Background: an optimization exercise with open tools, aiming at small area. Do not read the settings as production practice. Only simulation tests tie the RTL to the original design; equivalence was not proved. Power is estimated from default activity; no workload was simulated.

===== flow/design.v =====
module fft_wrapper(
    input  [11:0] idx,
    input         opd,
    input  [7:0]  xk_re,
    input  [7:0]  xk_im,
    output [15:0] amp_o,         
    output        amp_vaild_o,   
    output        amp_nz_o       
);
amp_sq u_amp_sq(.re(xk_re), .im(xk_im), .a(amp_o));
assign amp_vaild_o = opd & ~idx[11];
assign amp_nz_o    = (|idx[10:4]) | (idx[3] & (idx[2] | (idx[1] & idx[0])));
endmodule
module amp_sq(input [7:0] re, input [7:0] im, output [15:0] a);
wire p1 = re[0];
wire p2 = im[0];
wire p3 = (re[1] & ~re[0]);
wire p4 = (im[1] & ~im[0]);
wire p5 = (re[0] & re[2]);
wire p6 = (re[1] & re[0]);
wire p7 = (im[0] & im[2]);
wire p8 = (im[1] & im[0]);
wire p9 = (re[0] & re[3]);
wire p10 = (re[2] & ~re[1]);
wire p11 = (im[0] & im[3]);
wire p12 = (im[2] & ~im[1]);
wire p13 = (re[0] & re[4]);
wire p14 = (re[1] & re[3]);
wire p15 = (re[2] & re[1]);
wire p16 = (im[0] & im[4]);
wire p17 = (im[1] & im[3]);
wire p18 = (im[2] & im[1]);
wire p19 = (re[0] & re[5]);
wire p20 = (re[1] & re[4]);
wire p21 = (re[3] & ~re[2]);
wire p22 = (im[0] & im[5]);
wire p23 = (im[1] & im[4]);
wire p24 = (im[3] & ~im[2]);
wire p25 = (re[0] & re[6]);
wire p26 = (re[1] & re[5]);
wire p27 = (re[2] & re[4]);
wire p28 = (re[3] & re[2]);
wire p29 = (im[0] & im[6]);
wire p30 = (im[1] & im[5]);
wire p31 = (im[2] & im[4]);
wire p32 = (im[3] & im[2]);
wire p33 = (re[1] & re[6]);
wire p34 = (re[2] & re[5]);
wire p35 = (re[4] & ~re[3]);
wire p36 = (re[7] & ~re[0]);
wire p37 = re[7];
wire p38 = (im[1] & im[6]);
wire p39 = (im[2] & im[5]);
wire p40 = (im[4] & ~im[3]);
wire p41 = (im[7] & ~im[0]);
wire p42 = im[7];
wire p43 = (re[2] & re[6]);
wire p44 = (re[3] & re[5]);
wire p45 = (re[4] & re[3]);
wire p46 = (re[7] & ~re[1]);
wire p47 = (im[2] & im[6]);
wire p48 = (im[3] & im[5]);
wire p49 = (im[4] & im[3]);
wire p50 = (im[7] & ~im[1]);
wire p51 = (re[3] & re[6]);
wire p52 = (re[5] & ~re[4]);
wire p53 = (re[7] & ~re[2]);
wire p54 = (im[3] & im[6]);
wire p55 = (im[5] & ~im[4]);
wire p56 = (im[7] & ~im[2]);
wire p57 = (re[4] & re[6]);
wire p58 = (re[5] & re[4]);
wire p59 = (re[7] & ~re[3]);
wire p60 = (im[4] & im[6]);
wire p61 = (im[5] & im[4]);
wire p62 = (im[7] & ~im[3]);
wire p63 = (re[6] & ~re[5]);
wire p64 = (re[7] & ~re[4]);
wire p65 = (im[6] & ~im[5]);
wire p66 = (im[7] & ~im[4]);
wire p67 = (re[6] & re[5]);
wire p68 = (re[7] & ~re[5]);
wire p69 = (im[6] & im[5]);
wire p70 = (im[7] & ~im[5]);
wire p71 = (re[7] & ~re[6]);
wire p72 = re[7];
wire p73 = (im[7] & ~im[6]);
wire p74 = im[7];
wire p75 = re[7];
wire p76 = im[7];
wire s77 = p33 ^ p34;
wire c78 = p33 & p34;
wire s79 = p25 ^ p26 ^ p27;
wire c80 = (p25 & p26) | (p25 & p27) | (p26 & p27);
wire s81 = p35 ^ p36 ^ p37;
wire c82 = (p35 & p36) | (p35 & p37) | (p36 & p37);
wire s83 = p38 ^ p39 ^ p40;
wire c84 = (p38 & p39) | (p38 & p40) | (p39 & p40);
wire s85 = p43 ^ p44 ^ p45;
wire c86 = (p43 & p44) | (p43 & p45) | (p44 & p45);
wire s87 = p46 ^ p47 ^ p48;
wire c88 = (p46 & p47) | (p46 & p48) | (p47 & p48);
wire s89 = p49 ^ p50;
wire c90 = p49 & p50;
wire s91 = p51 ^ p52 ^ p53;
wire c92 = (p51 & p52) | (p51 & p53) | (p52 & p53);
wire s93 = p54 ^ p55;
wire c94 = p54 & p55;
wire s95 = p57 ^ p58 ^ p59;
wire c96 = (p57 & p58) | (p57 & p59) | (p58 & p59);
wire s97 = p13 ^ p14 ^ p15;
wire c98 = (p13 & p14) | (p13 & p15) | (p14 & p15);
wire s99 = p19 ^ p20 ^ p21;
wire c100 = (p19 & p20) | (p19 & p21) | (p20 & p21);
wire s101 = p22 ^ p23;
wire c102 = p22 & p23;
wire s103 = p28 ^ p29 ^ p30;
wire c104 = (p28 & p29) | (p28 & p30) | (p29 & p30);
wire s105 = p31 ^ p32 ^ s79;
wire c106 = (p31 & p32) | (p31 & s79) | (p32 & s79);
wire s107 = p41 ^ p42 ^ s77;
wire c108 = (p41 & p42) | (p41 & s77) | (p42 & s77);
wire s109 = c80 ^ s81 ^ s83;
wire c110 = (c80 & s81) | (c80 & s83) | (s81 & s83);
wire s111 = c78 ^ c82 ^ c84;
wire c112 = (c78 & c82) | (c78 & c84) | (c82 & c84);
wire s113 = s85 ^ s87 ^ s89;
wire c114 = (s85 & s87) | (s85 & s89) | (s87 & s89);
wire s115 = p56 ^ c86 ^ c88;
wire c116 = (p56 & c86) | (p56 & c88) | (c86 & c88);
wire s117 = c90 ^ s91 ^ s93;
wire c118 = (c90 & s91) | (c90 & s93) | (s91 & s93);
wire s119 = p60 ^ p61 ^ p62;
wire c120 = (p60 & p61) | (p60 & p62) | (p61 & p62);
wire s121 = c92 ^ c94 ^ s95;
wire c122 = (c92 & c94) | (c92 & s95) | (c94 & s95);
wire s123 = p63 ^ p64 ^ p65;
wire c124 = (p63 & p64) | (p63 & p65) | (p64 & p65);
wire s125 = p66 ^ c96;
wire c126 = p66 & c96;
wire s127 = p67 ^ p68 ^ p69;
wire c128 = (p67 & p68) | (p67 & p69) | (p68 & p69);
wire s129 = p71 ^ p72;
wire c130 = p71 & p72;
wire s131 = p5 ^ p6;
wire c132 = p5 & p6;
wire s133 = p9 ^ p10 ^ p11;
wire c134 = (p9 & p10) | (p9 & p11) | (p10 & p11);
wire s135 = p16 ^ p17 ^ p18;
wire c136 = (p16 & p17) | (p16 & p18) | (p17 & p18);
wire s137 = p24 ^ c98 ^ s99;
wire c138 = (p24 & c98) | (p24 & s99) | (c98 & s99);
wire s139 = c100 ^ c102 ^ s103;
wire c140 = (c100 & c102) | (c100 & s103) | (c102 & s103);
wire s141 = c104 ^ c106 ^ s107;
wire c142 = (c104 & c106) | (c104 & s107) | (c106 & s107);
wire s143 = c108 ^ c110 ^ s111;
wire c144 = (c108 & c110) | (c108 & s111) | (c110 & s111);
wire s145 = c112 ^ c114 ^ s115;
wire c146 = (c112 & c114) | (c112 & s115) | (c114 & s115);
wire s147 = c116 ^ c118 ^ s119;
wire c148 = (c116 & c118) | (c116 & s119) | (c118 & s119);
wire s149 = c120 ^ c122 ^ s123;
wire c150 = (c120 & c122) | (c120 & s123) | (c122 & s123);
wire s151 = p70 ^ c124 ^ c126;
wire c152 = (p70 & c124) | (p70 & c126) | (c124 & c126);
wire s153 = p73 ^ p74 ^ c128;
wire c154 = (p73 & p74) | (p73 & c128) | (p74 & c128);
wire s155 = p75 ^ p76;
wire c156 = p75 & p76;
wire s157 = p7 ^ p8;
wire c158 = p7 & p8;
wire s159 = p12 ^ c132 ^ s133;
wire c160 = (p12 & c132) | (p12 & s133) | (c132 & s133);
wire s161 = s97 ^ c134 ^ s135;
wire c162 = (s97 & c134) | (s97 & s135) | (c134 & s135);
wire s163 = s101 ^ c136 ^ s137;
wire c164 = (s101 & c136) | (s101 & s137) | (c136 & s137);
wire s165 = s105 ^ c138 ^ s139;
wire c166 = (s105 & c138) | (s105 & s139) | (c138 & s139);
wire s167 = s109 ^ c140 ^ s141;
wire c168 = (s109 & c140) | (s109 & s141) | (c140 & s141);
wire s169 = s113 ^ c142 ^ s143;
wire c170 = (s113 & c142) | (s113 & s143) | (c142 & s143);
wire s171 = s117 ^ c144 ^ s145;
wire c172 = (s117 & c144) | (s117 & s145) | (c144 & s145);
wire s173 = s121 ^ c146 ^ s147;
wire c174 = (s121 & c146) | (s121 & s147) | (c146 & s147);
wire s175 = s125 ^ c148 ^ s149;
wire c176 = (s125 & c148) | (s125 & s149) | (c148 & s149);
wire s177 = s127 ^ c150 ^ s151;
wire c178 = (s127 & c150) | (s127 & s151) | (c150 & s151);
wire s179 = s129 ^ c152 ^ s153;
wire c180 = (s129 & c152) | (s129 & s153) | (c152 & s153);
wire s181 = c130 ^ c154 ^ s155;
wire c182 = (c130 & c154) | (c130 & s155) | (c154 & s155);
wire s183 = p1 ^ p2;
wire c184 = p1 & p2;
wire s185 = p3 ^ p4;
wire c186 = p3 & p4;
wire s187 = s131 ^ s157 ^ c186;
wire c188 = (s131 & s157) | (s131 & c186) | (s157 & c186);
wire s189 = c158 ^ s159 ^ c188;
wire c190 = (c158 & s159) | (c158 & c188) | (s159 & c188);
wire s191 = c160 ^ s161 ^ c190;
wire c192 = (c160 & s161) | (c160 & c190) | (s161 & c190);
wire s193 = c162 ^ s163 ^ c192;
wire c194 = (c162 & s163) | (c162 & c192) | (s163 & c192);
wire s195 = c164 ^ s165 ^ c194;
wire c196 = (c164 & s165) | (c164 & c194) | (s165 & c194);
wire s197 = c166 ^ s167 ^ c196;
wire c198 = (c166 & s167) | (c166 & c196) | (s167 & c196);
wire s199 = c168 ^ s169 ^ c198;
wire c200 = (c168 & s169) | (c168 & c198) | (s169 & c198);
wire s201 = c170 ^ s171 ^ c200;
wire c202 = (c170 & s171) | (c170 & c200) | (s171 & c200);
wire s203 = c172 ^ s173 ^ c202;
wire c204 = (c172 & s173) | (c172 & c202) | (s173 & c202);
wire s205 = c174 ^ s175 ^ c204;
wire c206 = (c174 & s175) | (c174 & c204) | (s175 & c204);
wire s207 = c176 ^ s177 ^ c206;
wire c208 = (c176 & s177) | (c176 & c206) | (s177 & c206);
wire s209 = c178 ^ s179 ^ c208;
wire c210 = (c178 & s179) | (c178 & c208) | (s179 & c208);
wire s211 = c180 ^ s181 ^ c210;
wire c212 = (c180 & s181) | (c180 & c210) | (s181 & c210);
assign a = {s211, s209, s207, s205, s203, s201, s199, s197, s195, s193, s191, s189, s187, s185, c184, s183};
endmodule
module fault_detect(
    input         clk_i,
    input         rst_n_i,
    input  [15:0] amp_i,
    input         amp_vaild_i,
    input         amp_nz_i,
    output reg    fault_detected_o,
    output reg    vaild_o
);
localparam [10:0] LO = 11'd1620, HI = 11'd1761;
reg [2:0]  vh;        
reg [10:0] pos;       
reg [15:0] max_amp;
reg        max_inb;   
reg gt;
integer i;
always @(*) begin
    gt = 1'b0;
    for (i = 0; i < 16; i = i + 1)
        gt = (amp_i[i] & ~max_amp[i]) | (~(amp_i[i] ^ max_amp[i]) & gt);
end
reg [10:0] pos_inc;
reg        c;
always @(*) begin
    c = 1'b1;
    for (i = 0; i < 11; i = i + 1) begin
        pos_inc[i] = pos[i] ^ c;
        c = c & pos[i];
    end
end
wire dec      = vh[2] & ~vh[1];      
wire dec_next = vh[1] & ~vh[0];      
wire upd      = amp_vaild_i & amp_nz_i & gt;
reg ge_lo, le_hi;
always @(*) begin
    ge_lo = 1'b1;
    le_hi = 1'b1;
    for (i = 0; i < 11; i = i + 1) begin
        ge_lo = (pos[i] & ~LO[i]) | (~(pos[i] ^ LO[i]) & ge_lo);
        le_hi = (~pos[i] & HI[i]) | (~(pos[i] ^ HI[i]) & le_hi);
    end
end
wire inb = ge_lo & le_hi;
always @(posedge clk_i or negedge rst_n_i) begin
    if (!rst_n_i) begin
        vh <= 3'd0;
        pos <= 11'd0;
        max_amp <= 16'd0;
        max_inb <= 1'b0;
        vaild_o <= 1'b0;
        fault_detected_o <= 1'b0;
    end else begin
        vh <= {vh[1:0], amp_vaild_i};
        pos <= amp_vaild_i ? pos_inc : 11'd0;
        if (dec) begin
            max_amp <= 16'd0;
            max_inb <= 1'b0;
        end else if (upd) begin
            max_amp <= amp_i;
            if (!dec_next)
                max_inb <= inb;
        end
        vaild_o <= dec;
        fault_detected_o <= dec & ~max_inb;
    end
end
endmodule
module fault_detect_top(
    input        clk_i,
    input        rst_n_i,
    input        opd,
    input [11:0] idx,
    input [7:0]  xk_re,
    input [7:0]  xk_im,
    output       fault_detected_o,
    output       vaild_o
);
wire [15:0] amp;
wire        amp_vld;
wire        amp_nz;
fft_wrapper u_fft_wrapper(
    .opd(opd),
    .idx(idx),
    .xk_re(xk_re),
    .xk_im(xk_im),
    .amp_o(amp),
    .amp_vaild_o(amp_vld),
    .amp_nz_o(amp_nz)
);
fault_detect u_fault_detect(
    .clk_i(clk_i),
    .rst_n_i(rst_n_i),
    .amp_i(amp),
    .amp_vaild_i(amp_vld),
    .amp_nz_i(amp_nz),
    .fault_detected_o(fault_detected_o),
    .vaild_o(vaild_o)
);
endmodule
module motor_ctrl(
    input       clk_i,
    input       rst_n_i,
    input       left_i,      
    input       right_i,     
    output reg  pwm_o
);
localparam [19:0] P_22500  = 20'h907FB;
localparam [19:0] P_40500  = 20'h2F337;
localparam [19:0] P_58500  = 20'hB7227;
localparam [19:0] P_539999 = 20'hCA6F5;
localparam [23:0] D_END    = 24'h650431;    
reg [19:0] pc;
reg [1:0]  zone;         
reg [1:0]  duty;         
reg [23:0] dc;
wire p_end = (pc == P_539999);
wire d_end = (dc == D_END);
always @(posedge clk_i or negedge rst_n_i) begin
    if (!rst_n_i) begin
        pc <= 20'd0;
        zone <= 2'd3;
        duty <= 2'd0;
        dc <= 24'd0;
        pwm_o <= 1'b0;
    end else begin
        pc <= p_end ? 20'd0 : {pc[18:0], ~(pc[19] ^ pc[16])};
        if (pc == 20'd0)
            zone <= 2'd0;
        else if (pc == P_22500)
            zone <= 2'd1;
        else if (pc == P_40500)
            zone <= 2'd2;
        else if (pc == P_58500)
            zone <= 2'd3;
        if (left_i)
            duty <= 2'd1;
        else if (right_i)
            duty <= 2'd2;
        else if (d_end)
            duty <= 2'd0;
        if (left_i | right_i)
            dc <= 24'd1;
        else if (d_end)
            dc <= 24'd0;
        else
            dc <= {dc[22:0], dc[23] ^ dc[22] ^ dc[21] ^ dc[16]};
        pwm_o <= duty[0] ? (zone == 2'd0) :
                 duty[1] ? (zone != 2'd3) : ~zone[1];
    end
end
endmodule
module uart_send(
    input              sys_clk,
    input              sys_rst_n,
    input              start_i,        
    input              halt_i,         
    input              load_i,         
    input       [7:0]  uart_din,       
    output reg  [11:0] ph_o,
    output reg  [3:0]  txc_o,
    output reg         uart_txd
);
localparam [11:0] C_2637 = 12'hC30;    
localparam [11:0] C_2811 = 12'hCAC;    
wire stop    = (txc_o == 4'd15);
wire bit_end = (ph_o == C_2811) & ~stop;
wire tx_end  = (txc_o == 4'd9) & (ph_o == C_2637);
wire clr     = start_i | halt_i | bit_end | tx_end | stop;
always @(posedge sys_clk) begin
    if (load_i)
        ph_o <= 12'h007;
    else if (clr)
        ph_o <= 12'd0;
    else
        ph_o <= {ph_o[10:0], ~(ph_o[11] ^ ph_o[10] ^ ph_o[9] ^ ph_o[3])};
end
always @(posedge sys_clk or negedge sys_rst_n) begin
    if (!sys_rst_n) begin
        txc_o <= 4'd15;
        uart_txd <= 1'b1;
    end else begin
        if (start_i)
            txc_o <= 4'd0;
        else if (halt_i)
            txc_o <= 4'd15;
        else if (load_i | tx_end)
            txc_o <= 4'd14;
        else if (bit_end)
            txc_o <= {txc_o[3:1] ^ {txc_o[2] & txc_o[1] & txc_o[0], txc_o[1] & txc_o[0], txc_o[0]}, ~txc_o[0]};
        case (txc_o)
            4'd0: uart_txd <= 1'b0;
            4'd1: uart_txd <= uart_din[0];
            4'd2: uart_txd <= uart_din[1];
            4'd3: uart_txd <= uart_din[2];
            4'd4: uart_txd <= uart_din[3];
            4'd5: uart_txd <= uart_din[4];
            4'd6: uart_txd <= uart_din[5];
            4'd7: uart_txd <= uart_din[6];
            4'd8: uart_txd <= uart_din[7];
            default: uart_txd <= 1'b1;
        endcase
    end
end
endmodule
module uart_screen_ctrl(
    input       clk_i,
    input       rst_n_i,
    input       good_i,          
    input       bad_i,           
    output      uart_tx
);
localparam IDLE = 3'd0, GTXT = 3'd1, GCNT = 3'd2, BTXT = 3'd3,
           BCNT = 3'd4, TTXT = 3'd5, TCNT = 3'd6, ENDT = 3'd7;
reg [2:0] state;
reg [7:0] cnt;
reg       fin;           
reg [3:0] digit;         
reg [3:0] g_one, g_ten, b_one, b_ten, t_one, t_ten;    
wire [11:0] ph;          
wire [3:0]  txc;         
wire        gap  = (txc == 4'd14);
wire        stop = (txc == 4'd15);
wire s1 = gap & ph[0] & ~ph[1];
wire s2 = gap & ph[1] & ~ph[2];
wire s3 = gap & ph[2] & ~ph[3];
wire s4 = gap & ph[3] & ~ph[4];
wire s6 = gap & ph[5] & ~ph[6];
wire s7 = gap & ph[6] & ~ph[7];
function [3:0] inc4(input [3:0] x);
    inc4 = {x[3] ^ (x[2] & x[1] & x[0]), x[2] ^ (x[1] & x[0]), x[1] ^ x[0], ~x[0]};
endfunction
function [7:0] bcd_inc(input [3:0] ten, input [3:0] one);
    if (one == 4'd9)
        bcd_inc = {(ten == 4'd9) ? 4'd0 : inc4(ten), 4'd0};
    else
        bcd_inc = {ten, inc4(one)};
endfunction
always @(posedge clk_i or negedge rst_n_i) begin
    if (!rst_n_i) begin
        {g_ten, g_one} <= 8'd0;
        {b_ten, b_one} <= 8'd0;
        {t_ten, t_one} <= 8'd0;
    end else begin
        if (good_i)
            {g_ten, g_one} <= bcd_inc(g_ten, g_one);
        if (bad_i)
            {b_ten, b_one} <= bcd_inc(b_ten, b_one);
        if (good_i | bad_i)
            {t_ten, t_one} <= bcd_inc(t_ten, t_one);
    end
end
reg [7:0] cnt_inc;
reg       ci;
integer   i;
always @(*) begin
    ci = 1'b1;
    for (i = 0; i < 8; i = i + 1) begin
        cnt_inc[i] = cnt[i] ^ ci;
        ci = ci & cnt[i];
    end
end
wire is_g   = (state == GCNT);
wire is_b   = (state == BCNT);
wire is_cnt = is_g | is_b | (state == TCNT);
wire [3:0] c_ten = is_g ? g_ten : is_b ? b_ten : t_ten;
wire [3:0] c_one = is_g ? g_one : is_b ? b_one : t_one;
wire       two   = (c_ten != 4'd0);
reg [7:0] last_n;
always @(*) begin
    case (state)
        GTXT, BTXT, TTXT: last_n = 8'd29;
        ENDT:             last_n = 8'd16;
        default:          last_n = two ? 8'd2 : 8'd1;
    endcase
end
wire last = (cnt == last_n);
reg [2:0] state_nx;
always @(*) begin
    case (state)
        GTXT:    state_nx = GCNT;
        GCNT:    state_nx = TTXT;
        BTXT:    state_nx = BCNT;
        BCNT:    state_nx = TTXT;
        TTXT:    state_nx = TCNT;
        TCNT:    state_nx = ENDT;
        default: state_nx = IDLE;
    endcase
end
wire idle    = (state == IDLE);
wire restart = idle & (good_i | bad_i) & (stop | s3);    
wire wrap    = s1 & ~last & (&cnt);                      
wire halt    = wrap | (s3 & fin & idle & ~restart);
wire start   = fin ? s7 : s4;
wire latch   = fin ? s6 : s3;
wire [3:0] code = two ? ((cnt == 8'd1) ? c_ten : (cnt == 8'd2) ? c_one : 4'hF)
                      : ((cnt == 8'd1) ? c_one : 4'hF);
always @(posedge clk_i or negedge rst_n_i) begin
    if (!rst_n_i) begin
        state <= IDLE;
        cnt <= 8'd0;
        fin <= 1'b0;
    end else begin
        if (restart) begin
            state <= good_i ? GTXT : BTXT;
            cnt <= 8'd1;
        end else if (s2 & fin) begin
            state <= state_nx;
            cnt <= (state_nx == TTXT || state_nx == ENDT) ? 8'd14 : 8'd1;
        end else if (s1) begin
            cnt <= last ? cnt : cnt_inc;
        end
        if (restart & stop)
            fin <= 1'b1;
        else if (s1)
            fin <= last;
    end
end
always @(posedge clk_i) begin
    if (latch)
        digit <= code;
end
reg [7:0] txt;
always @(*) begin
    case (cnt[4:0])
        5'd1:  txt = 8'h74;
        5'd2:  txt = 8'h32;
        5'd3:  txt = 8'h2E;
        5'd4:  txt = 8'h74;
        5'd5:  txt = 8'h78;
        5'd6:  txt = 8'h74;
        5'd7:  txt = 8'h3D;
        5'd8:  txt = 8'h22;
        5'd9:  txt = (state == GTXT) ? 8'hC1 : 8'hB4;
        5'd10: txt = (state == GTXT) ? 8'hBC : 8'hCE;
        5'd11: txt = 8'hC6;
        5'd12: txt = 8'hB7;
        5'd13: txt = 8'h22;
        5'd14: txt = 8'hFF;
        5'd15: txt = 8'hFF;
        5'd16: txt = 8'hFF;
        5'd17: txt = 8'h70;
        5'd18: txt = 8'h61;
        5'd19: txt = 8'h67;
        5'd20: txt = 8'h65;
        5'd21: txt = 8'h33;
        5'd22: txt = 8'h2E;
        5'd23: txt = 8'h6E;
        5'd24: txt = (state == GTXT) ? 8'h37 : (state == BTXT) ? 8'h38 : 8'h36;
        5'd25: txt = 8'h2E;
        5'd26: txt = 8'h76;
        5'd27: txt = 8'h61;
        5'd28: txt = 8'h6C;
        5'd29: txt = 8'h3D;
        default: txt = 8'h00;
    endcase
    if (is_cnt)
        txt = (digit == 4'hF) ? 8'h00 : {4'h3, digit};
end
uart_send u_uart_send(
    .sys_clk(clk_i),
    .sys_rst_n(rst_n_i),
    .start_i(start),
    .halt_i(halt),
    .load_i(restart & stop),
    .uart_din(txt),
    .ph_o(ph),
    .txc_o(txc),
    .uart_txd(uart_tx)
);
endmodule
module mtd_backend(
    input           clk_i,
    input           rst_n_i,
    input           infrared_key,
    input           fft_opd,
    input  [11:0]   fft_idx,
    input  [7:0]    fft_xk_re,
    input  [7:0]    fft_xk_im,
    output reg      fault_detect_led,
    output          motor_pwm,
    output          uart_tx_o
);
wire dec_vld;    
wire dec_bad;    
reg  good_pulse, bad_pulse;
reg  good_d, bad_d;
always @(posedge clk_i or negedge rst_n_i) begin
    if (!rst_n_i)
        fault_detect_led <= 1'b1;
    else if (!infrared_key)
        fault_detect_led <= 1'b1;
    else if (dec_vld)
        fault_detect_led <= ~dec_bad;
end
always @(posedge clk_i or negedge rst_n_i) begin
    if (!rst_n_i) begin
        good_pulse <= 1'b0;
        bad_pulse  <= 1'b0;
        good_d     <= 1'b0;
        bad_d      <= 1'b0;
    end else begin
        good_pulse <= dec_vld & ~dec_bad;
        bad_pulse  <= dec_vld & dec_bad;
        good_d     <= good_pulse;
        bad_d      <= bad_pulse;
    end
end
fault_detect_top u_fault_detect_top(
    .clk_i(clk_i),
    .rst_n_i(rst_n_i),
    .opd(fft_opd),
    .idx(fft_idx),
    .xk_re(fft_xk_re),
    .xk_im(fft_xk_im),
    .fault_detected_o(dec_bad),
    .vaild_o(dec_vld)
);
motor_ctrl u_motor_ctrl(
    .clk_i(clk_i),
    .rst_n_i(rst_n_i),
    .left_i(good_d),
    .right_i(bad_d),
    .pwm_o(motor_pwm)
);
uart_screen_ctrl u_uart_screen_ctrl(
    .clk_i(clk_i),
    .rst_n_i(rst_n_i),
    .good_i(good_d),
    .bad_i(bad_d),
    .uart_tx(uart_tx_o)
);
endmodule

===== flow/flow/run.sh =====
#!/bin/bash
# Layout flow: the standard flow (standard.sh) with three changes:
#  1. after the standard synthesis, the logic between the registers is
#     re-mapped by ABC for area (flow/post.tcl); registers, adder cells and tie
#     cells are kept. The new netlist is used only if Yosys proves it
#     equivalent to the standard one (flow/eq.tcl);
#  2. ports are buffered with buf_1 instead of clkdlybuf4s50_1;
#  3. the clock tree uses clkbuf_8 and no dummy loads.
# Each tool's output goes to its own log file in this folder.
set -uo pipefail
R=$PWD/orfs/results/sky130hd/mtd_backend/base
YOSYS=$(command -v yosys || echo /OpenROAD-flow-scripts/tools/install/yosys/bin/yosys)
export BUFFER_PORTS_ARGS="-buffer_cell sky130_fd_sc_hd__buf_1"
export CTS_ARGS="-sink_clustering_enable -repair_clock_nets -dont_use_dummy_load -buf_list sky130_fd_sc_hd__clkbuf_8"

bash standard.sh "$R/1_2_yosys.v" > std_synth.log 2>&1 || exit 1
cp "$R/1_2_yosys.v" std_1_2_yosys.v

export POST_LIB=$FLOW_HOME/platforms/sky130hd/lib/sky130_fd_sc_hd__tt_025C_1v80.lib
export POST_DONT_USE=$PWD/flow/dont_use.txt
export POST_ABC=$PWD/flow/post.abc
export POST_IN=$PWD/std_1_2_yosys.v
export POST_OUT=$PWD/post_1_2_yosys.v
if "$YOSYS" -c flow/post.tcl > post.log 2>&1 && "$YOSYS" -c flow/eq.tcl > eq.log 2>&1; then
    cp post_1_2_yosys.v "$R/1_2_yosys.v"
    touch "$R/1_2_yosys.v"
    echo "re-mapped netlist used" > post_status.txt
else
    echo "re-mapped netlist not used" > post_status.txt
fi

bash standard.sh > std_flow.log 2>&1

===== flow/flow/dont_use.txt =====
sky130_fd_sc_hd__lpflow_bleeder_1
sky130_fd_sc_hd__lpflow_clkbufkapwr_1
sky130_fd_sc_hd__lpflow_clkbufkapwr_16
sky130_fd_sc_hd__lpflow_clkbufkapwr_2
sky130_fd_sc_hd__lpflow_clkbufkapwr_4
sky130_fd_sc_hd__lpflow_clkbufkapwr_8
sky130_fd_sc_hd__lpflow_clkinvkapwr_1
sky130_fd_sc_hd__lpflow_clkinvkapwr_16
sky130_fd_sc_hd__lpflow_clkinvkapwr_2
sky130_fd_sc_hd__lpflow_clkinvkapwr_4
sky130_fd_sc_hd__lpflow_clkinvkapwr_8
sky130_fd_sc_hd__lpflow_decapkapwr_12
sky130_fd_sc_hd__lpflow_decapkapwr_3
sky130_fd_sc_hd__lpflow_decapkapwr_4
sky130_fd_sc_hd__lpflow_decapkapwr_6
sky130_fd_sc_hd__lpflow_decapkapwr_8
sky130_fd_sc_hd__lpflow_inputiso0n_1
sky130_fd_sc_hd__lpflow_inputiso0p_1
sky130_fd_sc_hd__lpflow_inputiso1n_1
sky130_fd_sc_hd__lpflow_inputiso1p_1
sky130_fd_sc_hd__lpflow_inputisolatch_1
sky130_fd_sc_hd__lpflow_isobufsrc_1
sky130_fd_sc_hd__lpflow_isobufsrc_16
sky130_fd_sc_hd__lpflow_isobufsrc_2
sky130_fd_sc_hd__lpflow_isobufsrc_4
sky130_fd_sc_hd__lpflow_isobufsrc_8
sky130_fd_sc_hd__lpflow_isobufsrckapwr_16
sky130_fd_sc_hd__lpflow_lsbuf_lh_hl_isowell_tap_1
sky130_fd_sc_hd__lpflow_lsbuf_lh_hl_isowell_tap_2
sky130_fd_sc_hd__lpflow_lsbuf_lh_hl_isowell_tap_4
sky130_fd_sc_hd__lpflow_lsbuf_lh_isowell_4
sky130_fd_sc_hd__lpflow_lsbuf_lh_isowell_tap_1
sky130_fd_sc_hd__lpflow_lsbuf_lh_isowell_tap_2
sky130_fd_sc_hd__lpflow_lsbuf_lh_isowell_tap_4
sky130_fd_sc_hd__probe_p_8
sky130_fd_sc_hd__probec_p_8

===== flow/flow/eq.tcl =====
# Prove the re-mapped netlist equivalent to the standard one (same registers).
yosys read_liberty -ignore_miss_func -ignore_miss_dir $::env(POST_LIB)
yosys read_verilog $::env(POST_IN)
yosys rename $::env(FLOW_TOP) gold
yosys read_verilog $::env(POST_OUT)
yosys rename $::env(FLOW_TOP) gate
yosys hierarchy -check
yosys flatten
yosys opt_clean
yosys async2sync
yosys equiv_make gold gate equiv
yosys hierarchy -top equiv
yosys equiv_simple -seq 1
yosys equiv_induct -seq 1
yosys equiv_status -assert

===== flow/flow/post.abc =====
strash
&get -n
&deepsyn -T 60
&put
dch -f
&get -n
&nf -a -R 1000
&put
topo

===== flow/flow/post.tcl =====
# Re-map the combinational logic of the standard synthesis netlist for area.
# Registers, full/half adder cells and tie cells are kept as they are.
yosys read_liberty -ignore_miss_func -ignore_miss_dir $::env(POST_LIB)
yosys read_verilog $::env(POST_IN)
yosys hierarchy -top $::env(FLOW_TOP)
yosys setattr -mod -set keep_hierarchy 1 sky130_fd_sc_hd__df* sky130_fd_sc_hd__edf* sky130_fd_sc_hd__fa_* sky130_fd_sc_hd__ha_* sky130_fd_sc_hd__conb_*
yosys flatten
yosys opt -purge
set du {}
foreach c [split [string trim [read [open $::env(POST_DONT_USE)]]] "\n"] { lappend du -dont_use $c }
yosys abc -liberty $::env(POST_LIB) {*}$du -script $::env(POST_ABC)
yosys opt_clean -purge
yosys stat -liberty $::env(POST_LIB)
yosys select $::env(FLOW_TOP)
yosys write_verilog -noattr -selected $::env(POST_OUT)

===== flow/standard.sh =====
#!/bin/bash
# synth_recipe.tcl (not shown) runs the flow's synth.tcl, then flattens the netlist and writes it again
# the make line also repeats each setting of config.mk as NAME=value (left out here)
make -C /OpenROAD-flow-scripts/flow DESIGN_CONFIG=/design/flow/config.mk WORK_HOME=/design/flow/orfs CLKGATE_MAP_FILE= SYNTH_SCRIPT=/design/flow/synth_recipe.tcl "${@:-finish}"

===== flow/config.mk =====
export PLATFORM = sky130hd
export DESIGN_NAME = mtd_backend
export DESIGN_NICKNAME = mtd_backend
export VERILOG_FILES = /design/flow/design.v
export SDC_FILE = /design/flow/constraint.sdc
export NUM_CORES = 4
export LEC_CHECK = 0
export ABC_AREA = 1
export CAP_MARGIN = 20
export CORE_MARGIN = 2
export CORE_UTILIZATION = 40
export SLEW_MARGIN = 20

===== flow/constraint.sdc =====
create_clock -name core_clock -period 37.0 [get_ports {clk_i}]
set_input_delay 7.4000 -clock core_clock [delete_from_list [all_inputs] [get_ports {clk_i}]]
set_output_delay 7.4000 -clock core_clock [all_outputs]
set_load 0.01 [all_outputs]

==> results of run 1 <==
[state kept, by name (all words and copies together), names as in the netlist, 8 cells and up]
register / cells
u_motor_ctrl.dc: 24
u_uart_screen_ctrl.u_uart_send.ph_o: 12
u_motor_ctrl.pc: 20
u_fault_detect_top.u_fault_detect.max_amp: 16
u_fault_detect_top.u_fault_detect.pos: 11
u_uart_screen_ctrl.cnt: 8
[per-layer routing]
layer,vias to the layer above,routed length [um],share of wire
met1,2901,8150,0.48
met4,0,298,0.018
met5,-,0,0
met3,20,448,0.027
met2,108,7920,0.47
li1,2985,-,-
[power by group through the flow]
stage	clock network [W]	logic (W)	registers (W)
floorplan	0	0.000109	0.000187
global placement	0	0.000142	0.000191
detailed placement	0	0.000147	0.000191
CTS	0.0000943	0.000148	0.000189
global route	0.0000996	0.000171	0.000191
finish	0.0000900	0.000144	0.000189
[metrics by stage]
| stage | setup WS, ns | util | hold WS, ns | instances |
|---|---|---|---|---|
| 6_report | 22.41 | 0.443 | 0.358 | 1176 |
| 3_3_place_gp | 22.17 | 0.431 | 0.345 | 1159 |
| 4_1_cts | 22.48 | 0.443 | 0.365 | 1176 |
| 5_1_grt | 21.90 | 0.443 | 0.365 | 1176 |
| 3_5_place_dp | 22.02 | 0.431 | 0.350 | 1159 |
| 2_1_floorplan | 22.90 | - | 0.331 | 848 |
[layout make-up]
type                            count  area, um2  share of cell area
Clock buffer                       17        234              0.0250
Inverter                           96        360              0.0386
Multi-Input combinational cell    608       4680               0.501
Sequential cell                   144       3570               0.383
Tap cell                          275        344              0.0368
Timing Repair Buffer               36        146              0.0157
[worst max path at each step]
stage / slack (ns) / cells past startpoint / from / end
global route: 21.90 / 27 / fft_xk_re[2] / u_fault_detect_top.u_fault_detect.max_amp[4]
global placement: 22.17 / 27 / fft_xk_re[0] / u_fault_detect_top.u_fault_detect.max_inb
detailed placement: 22.02 / 27 / fft_xk_re[0] / u_fault_detect_top.u_fault_detect.max_inb
finish: 22.41 / 27 / fft_xk_re[0] / u_fault_detect_top.u_fault_detect.max_amp[3]
CTS: 22.48 / 27 / fft_xk_re[0] / u_fault_detect_top.u_fault_detect.max_inb
floorplan: 22.90 / 25 / fft_xk_re[5] / u_fault_detect_top.u_fault_detect.max_inb
[critical path, cell delays in order]
cell      delay, ns
buf_1          0.18
and2_0         0.23
fa_1           0.58
fa_1           0.42
clkinv_1       0.07
fa_1           0.16
clkinv_1       0.08
fa_1           0.38
fa_1           0.40
fa_1           0.39
fa_1           0.39
fa_1           0.39
fa_1           0.39
fa_1           0.38
fa_1           0.37
clkinv_1       0.06
fa_1           0.17
fa_1           0.18
xor2_1         0.17
xnor2_1        0.15
xnor2_1        0.10
ha_1           0.28
a21oi_1        0.06
a311oi_1       0.37
and2_0         0.65
clkinv_1       0.26
o21ai_0        0.21
[cells in the final DEF, fill, tap and decap left out, types with 10 or more instances in the layout]
cell type	instances
nor2_1	52
clkinv_1	96
clkbuf_8	17
nand3_1	17
o21ai_0	31
nand2b_1	26
and2_0	68
xnor2_1	18
a21oi_1	26
nor3_1	20
fa_1	51
buf_1	33
nor2b_1	40
dfrtp_1	120
nand4_1	10
a31oi_1	12
and3_1	17
nand2_1	62
dfxtp_1	12
ha_1	49
a22o_1	16
==> summary.txt, run 1 <==
Routing
  – DR iter-0 viols: ~290
  – Vias/cell: 5.11
  – Post-route DRC: 0
  – Via Count: roughly 6,000
  – Routed WL per cell: around 14 um
  – Drt total wl: 16,800 um
  – Antenna viol nets, final: 0
  – Drt pass-1 iters: 7

Worst hold path
  – Hold EP: bad_d
  – Critical hold path startpoint: bad_pulse
  – HP Class: reg2reg
  – Hold path depth: 0

Setup path
  – R2r startpoint: u_fault_detect_top.u_fault_detect.max_amp[1]
  – Critical path class: in2reg
  – Reg2Reg Capture Point: u_fault_detect_top.u_fault_detect.max_inb
  – CP Max Fanout: 13
  – R2r setup slk: between 30 and 40 ns
  – Req. time, crit path: around 37 ns
  – Setup crit end kind: register
  – Startpoint Class: input pin
  – Arrival @ worst endpoint: 14.93 ns
  – R2R cell count: 26

Clock tree
  – Resize count post-CTS: 0
  – Num CTS Buffers: 17
  – Clk sink count: ~140
  – Clk buf depth: 2
  – H-tree levels: 4
  – Clk root buf: clkbuf_8
  – Worst-path clk slew: around 0.07 ns
  – Clock latency (worst-skew pair): 0.44 ns
  – Post-CTS Setup Bufs: 0
  – CTS tree: done
  – CTS hold repair buffers: 0

Cells and area
  – Layout area overhead: 8.52%
  – Share of cells above drive strength 1: 0.0333
  – ANT cells: 0
  – Filler cell count: between 2,000 and 2,500
  – Post-route cell area: just over 9000 um2
  – Final nets: a little over 1,000

GRT
  – First-pass GRT wire length: 29,400 um
  – Most used routing layer: met2
  – Antenna violations before repair: 0
  – Total grt overflow: 0
  – Largest net degree at the start of global routing: 77
  – GR Layer Usage met1: 0.224
  – Met2 Use GR: 0.262
  – GRT Total Usage: 0.163
  – GR Layer Usage met3: 0.0294
  – Vias in the first global route: about 6,100

Floorplan
  – Initial Util: 0.408
  – Die footprint: roughly 23,000 um2
  – Top-level I/O count: 35
  – Die span in y: 151 um
  – Core area: between 20,000 and 25,000 um2
  – # rows: between 50 and 60
  – Die X: around 150 um

Power and ir drop
  – Power, Total: about 0.00042 W
  – VDD IR-drop max: 0.0000201 V
  – Clk pwr share: 0.213
  – P_int: between 0.0002 and 0.0003 W
  – Pwr/cell area: about 45 nW/um2
  – Combinational fraction of design power: 0.340
  – Leak: between 3 and 4 nW
  – Sequential Power Share: 0.446
  – Sw Ratio: 0.334
  – Switch Pwr: approximately 0.00014 W

Synthesis
  – Syn_nets: between 900 and 1,000
  – Syn Area/Cell: between 10 and 15 um2
  – Netlist Area Pre-Place: 8610 um2
  – Cells after synthesis: ~850
  – Synth warnings: 5

STA
  – Slew Limit Fails: 0
  – Final setup viols: 0
  – RSZ-0062 raised after global routing: no
  – Min Tclk post-route: 14.59 ns
  – Final hold viol count: 0
  – Max_slew headroom: 0.395
  – Max Freq: around 69 MHz
  – Final Cycle Share: 0.394
  – Worst-margin pin slew: 0.907 ns
  – Setup TNS: 0 ns
  – Skew final: 0.0322 ns

Job
  – Max-cap violations: 0

Placement
  – Number of port buffers: 34
  – Placer Congestion: between 0.8 and 0.9
  – Placed cell area: roughly 9000 um2
  – Post-DP HPWL: between 10,000 and 15,000 um

Status
  – Outcome: finished clean
==> run 2: changes to the inputs <==
--- a/flow/design.v
+++ b/flow/design.v
@@ -523,25 +523,24 @@
 wire [3:0] code = two ? ((cnt == 8'd1) ? c_ten : (cnt == 8'd2) ? c_one : 4'hF)
                       : ((cnt == 8'd1) ? c_one : 4'hF);
 always @(posedge clk_i or negedge rst_n_i) begin
-    if (!rst_n_i) begin
+    if (!rst_n_i)
         state <= IDLE;
-        cnt <= 8'd0;
-        fin <= 1'b0;
-    end else begin
-        if (restart) begin
-            state <= good_i ? GTXT : BTXT;
-            cnt <= 8'd1;
-        end else if (s2 & fin) begin
-            state <= state_nx;
-            cnt <= (state_nx == TTXT || state_nx == ENDT) ? 8'd14 : 8'd1;
-        end else if (s1) begin
-            cnt <= last ? cnt : cnt_inc;
-        end
-        if (restart & stop)
-            fin <= 1'b1;
-        else if (s1)
-            fin <= last;
-    end
+    else if (restart)
+        state <= good_i ? GTXT : BTXT;
+    else if (s2 & fin)
+        state <= state_nx;
+end
+always @(posedge clk_i) begin
+    if (restart)
+        cnt <= 8'd1;
+    else if (s2 & fin)
+        cnt <= (state_nx == TTXT || state_nx == ENDT) ? 8'd14 : 8'd1;
+    else if (s1 & ~last)
+        cnt <= cnt_inc;
+    if (restart & stop)
+        fin <= 1'b1;
+    else if (s1)
+        fin <= last;
 end
 always @(posedge clk_i) begin
     if (latch)
--- a/flow/flow/run.sh
+++ b/flow/flow/run.sh
@@ -11,7 +11,7 @@
 R=$PWD/orfs/results/sky130hd/mtd_backend/base
 YOSYS=$(command -v yosys || echo /OpenROAD-flow-scripts/tools/install/yosys/bin/yosys)
 export BUFFER_PORTS_ARGS="-buffer_cell sky130_fd_sc_hd__buf_1"
-export CTS_ARGS="-sink_clustering_enable -repair_clock_nets -dont_use_dummy_load -buf_list sky130_fd_sc_hd__clkbuf_8"
+export CTS_ARGS="-repair_clock_nets -dont_use_dummy_load -buf_list sky130_fd_sc_hd__clkbuf_8"
 
 bash standard.sh "$R/1_2_yosys.v" > std_synth.log 2>&1 || exit 1
 cp "$R/1_2_yosys.v" std_1_2_yosys.v
==> flow/flow/post.abc (replaced) <==
strash
&get -n
&deepsyn -T 10
&put
dch -f
&get -n
&nf -a -R 1000
&put
topo
==> run 2 against run 1 <==
Hold slack worse by 0.010 ns. Worst setup slack worse by 0.081 ns. Sequential power hardly changed. Total power is 1.5% higher. Non-clock buffer count is 2 higher. Sequential cell count stayed put. Routed wire length is 2.7% higher. Register-to-register slack worse by 0.30 ns. Clock skew is 0.0032 ns lower. Die area is 0.72% higher. Critical path type unchanged. Largest cell class unchanged. Largest power group unchanged.
==> summary.txt, run 2 <==
Floorplan
  – # rows: 53
  – Core area: 21,200 um2
  – Die span in y: 151 um
  – Initial Util: 0.410
  – Die footprint: roughly 23,000 um2
  – Top-level I/O count: 35
  – Die X: between 150 and 200 um

Cells and area
  – Final nets: 1,066
  – Largest register FFs: 24
  – Most flop-heavy register: u_motor_ctrl.dc
  – Most frequent cells in the layout: 111 x dfrtp_1, 92 x clkinv_1, 81 x nand2_1
  – Commonest non-fill, non-tap cell in the layout: dfrtp_1
  – Biggest regs: u_motor_ctrl.dc x24, u_motor_ctrl.pc x20, u_fault_detect_top.u_fault_detect.max_amp x16
  – Fin cells: 1,207
  – Layout area overhead: 8.58%
  – Share of cells above drive strength 1: 0.0333
  – ANT cells: 0

Clock tree
  – Clock latency (worst-skew pair): roughly 0.45 ns
  – Resize count post-CTS: 0
  – Post-CTS Setup Bufs: 0
  – Clk root buf: clkbuf_8
  – Clk buf depth: 2
  – Clk sink count: ~140
  – CTS hold repair buffers: 0
  – CTS tree: done
  – Worst-path clk slew: about 0.07 ns
  – Num CTS Buffers: 17
  – H-tree levels: 4

STA
  – Hold slack: 0.348 ns
  – RSZ-0062 raised after global routing: no
  – Final Cycle Share: 0.396
  – Worst-margin pin slew: between 0.9 and 1 ns
  – Final setup viols: 0
  – Min Tclk post-route: around 15 ns
  – Max Freq: between 60 and 70 MHz
  – Max_slew headroom: 0.356
  – Final worst slack: around 22 ns
  – Setup TNS: 0 ns
  – Final hold viol count: 0
  – Skew final: 0.0290 ns
  – Slew Limit Fails: 0

Worst hold path
  – Hold EP: bad_d
  – Hold path depth: 0
  – Critical hold path startpoint: bad_pulse
  – HP Class: reg2reg

Synthesis
  – Synth warnings: 5
  – Netlist Area Pre-Place: roughly 8700 um2
  – Syn Area/Cell: 9.89 um2
  – Cells after synthesis: ~900
  – Syn_nets: about 1,000

Routing
  – Routed WL per cell: between 10 and 15 um
  – Met2 WL: ~8000 um
  – Routed length on met1: roughly 8600 um
  – Antenna viol nets, final: 0
  – Metal3 WL: roughly 560 um
  – Post-route DRC: 0
  – Via Count: 6,214
  – DR iter-0 viols: just under 300
  – Vias/cell: roughly 5.1
  – Drt total wl: around 17,000 um
  – Highest routed metal layer: met4
  – Drt pass-1 iters: 4

Job
  – Max-cap violations: 0

Status
  – Outcome: finished clean

Setup path
  – Critical path class: in2reg
  – R2r setup slk: between 30 and 40 ns
  – Family with the most delay on the worst path: adder cells
  – R2r startpoint: u_uart_screen_ctrl.state[1]
  – Startpoint Class: input pin
  – Req. time, crit path: 37.34 ns
  – Crit path largest cell delay: about 0.79 ns
  – CP max stage cell: nor2b_1
  – CP Max Fanout: 13
  – CP Buf/Inv Count: 5
  – Reg2Reg Capture Point: u_uart_screen_ctrl.u_uart_send.ph_o[3]
  – Top cell by count, worst path: fa_1
  – R2R cell count: 15
  – Arrival @ worst endpoint: 15.01 ns
  – Setup crit end kind: register

Power and ir drop
  – Pwr/cell area: around 45 nW/um2
  – Switch Pwr: about 0.00015 W
  – Sw Ratio: 0.340
  – VDD IR-drop max: 0.0000185 V
  – Sequential Power Share: 0.441
  – P_int: 0.000283 W
  – Combinational fraction of design power: 0.348
  – Clk pwr share: 0.211
  – Leak: between 3 and 4 nW

Placement
  – Number of port buffers: 34
  – Pre-CTS setup slack: roughly 22 ns
  – Post-DP HPWL: 13,100 um
  – Placer Congestion: a little under 0.9
  – DP Cell Count: between 1,000 and 1,500

GRT
  – Antenna violations before repair: 0
  – First-pass GRT wire length: between 30,000 and 40,000 um
  – Vias in the first global route: about 6,300
  – Largest net degree at the start of global routing: 77
  – Total grt overflow: 0
  – GRT Total Usage: 0.168
run 2: per-layer routing:
| layer | vias to the layer above | global-route usage |
|---|---|---|
| li1 | 3084 | - |
| met3 | 17 | 0.0340 |
| met2 | 97 | 0.261 |
| met5 | - | 0 |
| met1 | 3016 | 0.236 |
| met4 | 0 | 0.0514 |
run 2: metrics by stage:
stage | power, W | util | area, um2
final | 0.000428 | 0.445 | 9420
after detailed placement | 0.000343 | 0.434 | 9180
after global routing | 0.000467 | 0.445 | 9420
after CTS | 0.000435 | 0.445 | 9410
after global placement | 0.000336 | 0.433 | 9160
after floorplan | 0.000298 | - | 8670
run 2: how the worst max path moves through the flow:
stage	startpoint	end	slack [ns]	depth (start not counted)
6_report	fft_xk_re[0]	u_fault_detect_top.u_fault_detect.max_amp[4]	22.33	27
5_1_grt	fft_xk_im[3]	u_fault_detect_top.u_fault_detect.max_amp[4]	21.73	27
4_1_cts	fft_xk_re[2]	u_fault_detect_top.u_fault_detect.max_amp[4]	22.26	27
3_5_place_dp	fft_xk_re[2]	u_fault_detect_top.u_fault_detect.max_amp[4]	21.79	27
3_3_place_gp	fft_xk_re[0]	u_fault_detect_top.u_fault_detect.max_amp[13]	22.04	27
2_1_floorplan	fft_xk_re[0]	u_fault_detect_top.u_fault_detect.max_amp[13]	22.83	25
run 2: layout make-up:
type                            count  area, um2
Inverter                           92        345
Sequential cell                   144       3530
Clock buffer                       17        234
Tap cell                          275        344
Fill cell                        2044      11700
Timing Repair Buffer               38        161
Multi-Input combinational cell    641       4800
run 2: power groups by stage:
| stage | Sequential, W | Clock (W) | Combinational, W |
|---|---|---|---|
| after CTS | 0.000189 | 0.0000948 | 0.000152 |
| final | 0.000189 | 0.0000904 | 0.000149 |
| after global placement | 0.000191 | 0 | 0.000145 |
| after detailed placement | 0.000192 | 0 | 0.000151 |
| after global routing | 0.000192 | 0.000100 | 0.000175 |
| after floorplan | 0.000187 | 0 | 0.000110 |
==> run 3: changes to the inputs <==
--- a/flow/flow/run.sh
+++ b/flow/flow/run.sh
@@ -11,7 +11,7 @@
 R=$PWD/orfs/results/sky130hd/mtd_backend/base
 YOSYS=$(command -v yosys || echo /OpenROAD-flow-scripts/tools/install/yosys/bin/yosys)
 export BUFFER_PORTS_ARGS="-buffer_cell sky130_fd_sc_hd__buf_1"
-export CTS_ARGS="-repair_clock_nets -dont_use_dummy_load -buf_list sky130_fd_sc_hd__clkbuf_8"
+export CTS_ARGS="-sink_clustering_enable -sink_clustering_size 36 -sink_clustering_max_diameter 150 -sink_clustering_levels 1 -repair_clock_nets -dont_use_dummy_load -buf_list sky130_fd_sc_hd__clkbuf_16"
 
 bash standard.sh "$R/1_2_yosys.v" > std_synth.log 2>&1 || exit 1
 cp "$R/1_2_yosys.v" std_1_2_yosys.v
==> run 3 against run 2 <==
Largest power group unchanged. Routed wire length is 0.57% lower. Utilization is 0.91 points higher. Fmax is 0.17% lower. Critical path type unchanged. Still clean on timing, DRC and antenna. Sequential share of layout area is 0.75 points lower. Total power is 10% higher. Area after synthesis stayed put. Sequential power hardly changed. Combinational power hardly changed. First-iteration DRC count is 6.8% higher.
==> summary.txt, run 3 <==
Status
  – Outcome: finished clean

Synthesis
  – Syn_nets: ~1,000
  – Syn Area/Cell: approximately 9.9 um2
  – Synth warnings: 5
  – Netlist Area Pre-Place: 8670 um2
  – Cells after synthesis: 877

Cells and area
  – Most frequent cells in the layout: 111 x dfrtp_1, 92 x clkinv_1, 81 x nand2_1
  – Most flop-heavy register: u_motor_ctrl.dc
  – Post-route cell area: 9610 um2
  – Fin util: 0.454
  – Layout area overhead: 10.8%
  – Filler cell count: approximately 2,000
  – Commonest non-fill, non-tap cell in the layout: dfrtp_1
  – Biggest regs: u_motor_ctrl.dc x24, u_motor_ctrl.pc x20, u_fault_detect_top.u_fault_detect.max_amp x16
  – Largest register FFs: 24
  – Share of cells above drive strength 1: 0.0333
  – Final nets: around 1,100
  – ANT cells: 0

STA
  – Setup TNS: 0 ns
  – Max_slew headroom: 0.358
  – Slew Limit Fails: 0
  – Final Cycle Share: 0.397
  – Final worst slack: ~22 ns
  – Max Freq: between 60 and 70 MHz
  – Skew final: between 0.02 and 0.025 ns
  – Final setup viols: 0
  – RSZ-0062 raised after global routing: no
  – Min Tclk post-route: about 15 ns
  – Worst-margin pin slew: 0.963 ns
  – Final hold viol count: 0

Setup path
  – R2R cell count: 15
  – Arrival @ worst endpoint: ~15 ns
  – R2r startpoint: u_uart_screen_ctrl.state[1]
  – Startpoint Class: input pin
  – CP Max Fanout: 13
  – Critical path class: in2reg
  – Reg2Reg Capture Point: u_uart_screen_ctrl.u_uart_send.ph_o[5]
  – R2r setup slk: roughly 33 ns
  – Req. time, crit path: about 37 ns
  – Setup crit end kind: register

Placement
  – Number of port buffers: 34
  – Pre-CTS setup slack: 21.79 ns
  – Post-DP HPWL: 13,100 um
  – Placed cell area: 9180 um2
  – Placer Congestion: between 0.8 and 0.9

Power and ir drop
  – Leak: just over 4 nW
  – Pwr/cell area: 49.2 nW/um2
  – VDD IR-drop max: roughly 0.000021 V

GRT
  – Total grt overflow: 0
  – Antenna violations before repair: 0
  – Vias in the first global route: between 6,000 and 7,000
  – First-pass GRT wire length: slightly above 30,000 um
  – Largest net degree at the start of global routing: slightly below 80
  – GRT Total Usage: 0.167

Clock tree
  – CTS tree: done
  – Post-CTS Setup Bufs: 0
  – Clk sink count: between 100 and 150
  – Clk root buf: clkbuf_16
  – Clk buf depth: 2
  – H-tree levels: 4
  – Num CTS Buffers: 17
  – CTS hold repair buffers: 0
  – Worst-path clk slew: 0.05 ns
  – Clock latency (worst-skew pair): about 0.42 ns
  – Resize count post-CTS: 0

Routing
  – DR iter-0 viols: between 300 and 400
  – Drt total wl: about 17,000 um
  – Antenna viol nets, final: 0
  – Post-route DRC: 0
  – Routed WL per cell: 14.2 um
  – Drt pass-1 iters: 4
  – Vias/cell: between 5 and 6
  – Via Count: roughly 6,200

Floorplan
  – Core area: between 20,000 and 25,000 um2
  – Die footprint: approximately 23,000 um2
  – Die span in y: between 150 and 200 um
  – # rows: 53
  – Top-level I/O count: 35
  – Die X: 151 um
  – Initial Util: 0.410

Worst hold path
  – Critical hold path startpoint: bad_pulse
  – Hold path depth: 0
  – Hold EP: bad_d
  – HP Class: reg2reg

Job
  – Max-cap violations: 0
run 3: metal layers:
| layer | routed length, um | share of wire | global-route usage |
|---|---|---|---|
| met1 | 8600 | 0.50 | 0.236 |
| met2 | 7890 | 0.46 | 0.262 |
| met3 | 473 | 0.028 | 0.0340 |
| met4 | 218 | 0.013 | 0.0486 |
| met5 | 0 | 0 | 0 |
run 3: where the power goes:
part,internal (W),switching (W),leakage [nW],total [W]
Combinational,0.0000680,0.0000806,2.14,0.000149
Sequential,0.000175,0.0000146,1.70,0.000189
Clock,0.0000794,0.0000552,0.209,0.000135
Total,0.000322,0.000150,4.05,0.000472
run 3: cell type report:
type                    instances  area (um2)  share of cell area
repair buffers                 38         161              0.0168
well taps                     275         344              0.0358
inverters                      92         345              0.0359
multi-input cells             641        4800               0.500
clock buffers                  17         425              0.0443
flip-flops and latches        144        3530               0.367
run 3: worst max path at each step:
stage | start | to | slack, ns | cells after the start
after CTS | fft_xk_re[2] | u_fault_detect_top.u_fault_detect.max_amp[4] | 22.22 | 27
final | fft_xk_re[0] | u_fault_detect_top.u_fault_detect.max_amp[4] | 22.31 | 27
after floorplan | fft_xk_re[0] | u_fault_detect_top.u_fault_detect.max_amp[13] | 22.83 | 25
after detailed placement | fft_xk_re[2] | u_fault_detect_top.u_fault_detect.max_amp[4] | 21.79 | 27
after global placement | fft_xk_re[0] | u_fault_detect_top.u_fault_detect.max_amp[13] | 22.04 | 27
after global routing | fft_xk_im[3] | u_fault_detect_top.u_fault_detect.max_amp[4] | 21.69 | 27
run 3: metrics by stage:
| step | cells | hold slack, ns | total power [W] |
|---|---|---|---|
| 3_3_place_gp | 1188 | 0.336 | 0.000336 |
| 4_1_cts | 1207 | 0.349 | 0.000480 |
| 3_5_place_dp | 1190 | 0.336 | 0.000343 |
| 6_report | 1207 | 0.350 | 0.000472 |
| 5_1_grt | 1207 | 0.352 | 0.000513 |
| 2_1_floorplan | 877 | 0.331 | 0.000298 |
run 3: worst max-delay path, cell delays in order:
cell and delay, ns:
buf_1 0.17, and2_0 0.23, fa_1 0.57, fa_1 0.42, clkinv_1 0.07, fa_1 0.16, clkinv_1 0.07, fa_1 0.40
fa_1 0.41, fa_1 0.39, fa_1 0.39, fa_1 0.39, fa_1 0.40, fa_1 0.40, fa_1 0.37, clkinv_1 0.06
fa_1 0.17, fa_1 0.18, xor2_1 0.18, xnor2_1 0.15, xnor2_1 0.11, ha_1 0.28, a21oi_1 0.06, a311oi_1 0.29
nor2b_1 0.79, clkinv_1 0.30, o21ai_0 0.22
==> run 4: changes to the inputs <==
--- a/flow/flow/run.sh
+++ b/flow/flow/run.sh
@@ -11,7 +11,7 @@
 R=$PWD/orfs/results/sky130hd/mtd_backend/base
 YOSYS=$(command -v yosys || echo /OpenROAD-flow-scripts/tools/install/yosys/bin/yosys)
 export BUFFER_PORTS_ARGS="-buffer_cell sky130_fd_sc_hd__buf_1"
-export CTS_ARGS="-sink_clustering_enable -sink_clustering_size 36 -sink_clustering_max_diameter 150 -sink_clustering_levels 1 -repair_clock_nets -dont_use_dummy_load -buf_list sky130_fd_sc_hd__clkbuf_16"
+export CTS_ARGS="-sink_clustering_enable -repair_clock_nets -dont_use_dummy_load -buf_list sky130_fd_sc_hd__clkbuf_8"
 
 bash standard.sh "$R/1_2_yosys.v" > std_synth.log 2>&1 || exit 1
 cp "$R/1_2_yosys.v" std_1_2_yosys.v
==> flow/flow/post.abc (replaced) <==
strash
&get -n
&deepsyn -T 60
&put
dch -f
&get -n
&nf -a -R 1000
&put
topo
==> run 4 against run 3 <==
Count of clock-buffer cells in the layout stayed put. Sequential cell count unchanged. Highest routed layer unchanged. Critical path type unchanged. Sequential share of layout area rose by 1.2 points. Clock skew grew 0.0098 ns.
==> summary.txt, run 4 <==
Clock tree
  – Post-CTS Setup Bufs: 0
  – CTS tree: done
  – Clk buf depth: 2
  – Clk root buf: clkbuf_8
  – H-tree levels: 4
  – Clk sink count: ~140
  – CTS hold repair buffers: 0
  – Num CTS Buffers: 17
  – Worst-path clk slew: 0.08 ns
  – Resize count post-CTS: 0
  – Clock latency (worst-skew pair): between 0.4 and 0.5 ns

Synthesis
  – Syn_nets: 997
  – Cells after synthesis: roughly 870
  – Synth warnings: 5
  – Netlist Area Pre-Place: ~8600 um2
  – Syn Area/Cell: ~9.9 um2

GRT
  – Largest net degree at the start of global routing: 63
  – Total grt overflow: 0
  – Vias in the first global route: between 5,000 and 6,000
  – Antenna violations before repair: 0
  – GRT Total Usage: 0.160
  – First-pass GRT wire length: about 29,000 um

Routing
  – Vias/cell: slightly above 5
  – Routed WL per cell: between 10 and 15 um
  – Drt total wl: 16,800 um
  – Post-route DRC: 0
  – Drt pass-1 iters: 4
  – DR iter-0 viols: roughly 230
  – Via Count: 6,070
  – Antenna viol nets, final: 0

Placement
  – Post-DP HPWL: 12,600 um
  – Pre-CTS setup slack: 21.71 ns
  – Placer Congestion: ~0.83
  – Number of port buffers: 34

Setup path
  – Family with the most delay on the worst path: adder cells
  – Critical path class: in2reg
  – R2r startpoint: u_uart_screen_ctrl.state[1]
  – Setup crit end kind: register
  – CP startpoint: fft_xk_re[0]
  – CP max stage cell: nor2b_1
  – Req. time, crit path: around 37 ns
  – CP Buf/Inv Count: 5
  – Crit path largest cell delay: ~0.86 ns
  – CP Max Fanout: 13
  – Startpoint Class: input pin
  – Top cell by count, worst path: fa_1
  – Arrival @ worst endpoint: between 15 and 20 ns

Job
  – Max-cap violations: 0

Cells and area
  – Layout area overhead: 8.47%
  – Biggest regs: u_motor_ctrl.dc x24, u_motor_ctrl.pc x20, u_fault_detect_top.u_fault_detect.max_amp x16
  – Most frequent cells in the layout: 111 x dfrtp_1, 95 x clkinv_1, 86 x and2_0
  – Most flop-heavy register: u_motor_ctrl.dc
  – Commonest non-fill, non-tap cell in the layout: dfrtp_1
  – Filler cell count: around 2,000
  – Fin util: 0.443
  – ANT cells: 0
  – Final nets: between 1,000 and 1,500
  – Largest register FFs: 24
  – Share of cells above drive strength 1: 0.0316

Floorplan
  – Die span in y: ~150 um
  – Die X: approximately 150 um
  – Top-level I/O count: 35
  – Core area: about 21,000 um2
  – Die footprint: around 23,000 um2
  – # rows: 53
  – Initial Util: 0.408

STA
  – Final worst slack: roughly 22 ns
  – Slew Limit Fails: 0
  – Min Tclk post-route: approximately 15 ns
  – Setup TNS: 0 ns
  – Max_slew headroom: 0.319
  – Max Freq: approximately 68 MHz
  – Worst-margin pin slew: approximately 1.0 ns
  – Final setup viols: 0
  – Skew final: about 0.03 ns
  – Final Cycle Share: 0.400
  – Final hold viol count: 0
  – RSZ-0062 raised after global routing: no

Worst hold path
  – HP Class: reg2reg
  – Critical hold path startpoint: good_pulse

Status
  – Outcome: finished clean

Power and ir drop
  – VDD IR-drop max: about 0.000021 V
  – Pwr/cell area: 46.0 nW/um2
  – Leak: roughly 4.0 nW
run 4: area by class of cell:
| cell class | count | area (um2) | area share |
|---|---|---|---|
| Multi-Input combinational cell | 626 | 4700 | 0.505 |
| Sequential cell | 144 | 3530 | 0.379 |
| Inverter | 95 | 357 | 0.0383 |
| Tap cell | 275 | 344 | 0.0370 |
| Clock buffer | 17 | 234 | 0.0251 |
| Timing Repair Buffer | 36 | 146 | 0.0157 |
run 4: through the flow:
stage	std cells	hold WS, ns	power (W)	instance area (um2)
after CTS	1193	0.351	0.000436	9310
after detailed placement	1176	0.343	0.000344	9070
final	1193	0.344	0.000428	9310
after floorplan	865	0.331	0.000299	8580
after global placement	1176	0.350	0.000339	9070
after global routing	1193	0.353	0.000467	9310
run 4: path summary, 6_finish.rpt:
check,to,cells past startpoint,slack (ns)
max reg2reg,u_uart_screen_ctrl.u_uart_send.ph_o[6],13,32.73
max,u_fault_detect_top.u_fault_detect.max_amp[4],26,22.20
min,good_d,0,0.34
max in group asynchronous,u_uart_screen_ctrl.state[2],2,28.60
min reg2reg,good_d,0,0.34
min in group asynchronous,u_motor_ctrl.pc[2],1,7.05
run 4: metal layers:
metal / routed length, um / vias up / track usage
li1: - / 3022 / -
met1: 8180 / 2933 / 0.221
met2: 7850 / 103 / 0.259
met3: 535 / 12 / 0.0297
met4: 195 / 0 / 0.0458
met5: 0 / - / 0
run 4: report_power, final:
| part | total [W] | switching [W] | leakage (nW) | internal, W |
|---|---|---|---|---|
| logic | 0.000150 | 0.0000808 | 2.12 | 0.0000690 |
| clock network | 0.0000908 | 0.0000503 | 0.122 | 0.0000405 |
| registers | 0.000187 | 0.0000130 | 1.72 | 0.000174 |

## port drivers added, routing unchanged
The results above use ideal ports. As a check the final layouts listed here were re-extracted and re-timed, cells and wires unchanged.
Step 1 assumes that a clkbuf_16 drives the clock port and a buf_2 every other input.
Step 2 also shifts input and output timing later by t, the mid clock arrival at the registers, as if the neighbouring blocks saw the same clock.
Three values: no drivers, after step 1, after step 2; two values: the first two.
| run | shift t [ns] | slack for setup (ns) | hold WS [ns] |
|---|---|---|---|
| run 1 | 0.468 | 22.415 / 22.435 / 21.967 | 0.358 / 0.358 / 0.358 |
| run 2 | 0.474 | 22.334 / 22.349 / 21.875 | 0.348 / 0.348 / 0.348 |
| run 3 | 0.451 | 22.308 / 22.329 / 21.878 | 0.350 / 0.350 / 0.350 |
| run 4 | 0.471 | 22.197 / 22.218 / 21.748 | 0.344 / 0.344 / 0.344 |
After both steps setup and hold are still met in every run listed. The setup slack of run 2, which loses most, moves by +0.015 ns with the drivers and by -0.459 ns with both steps.
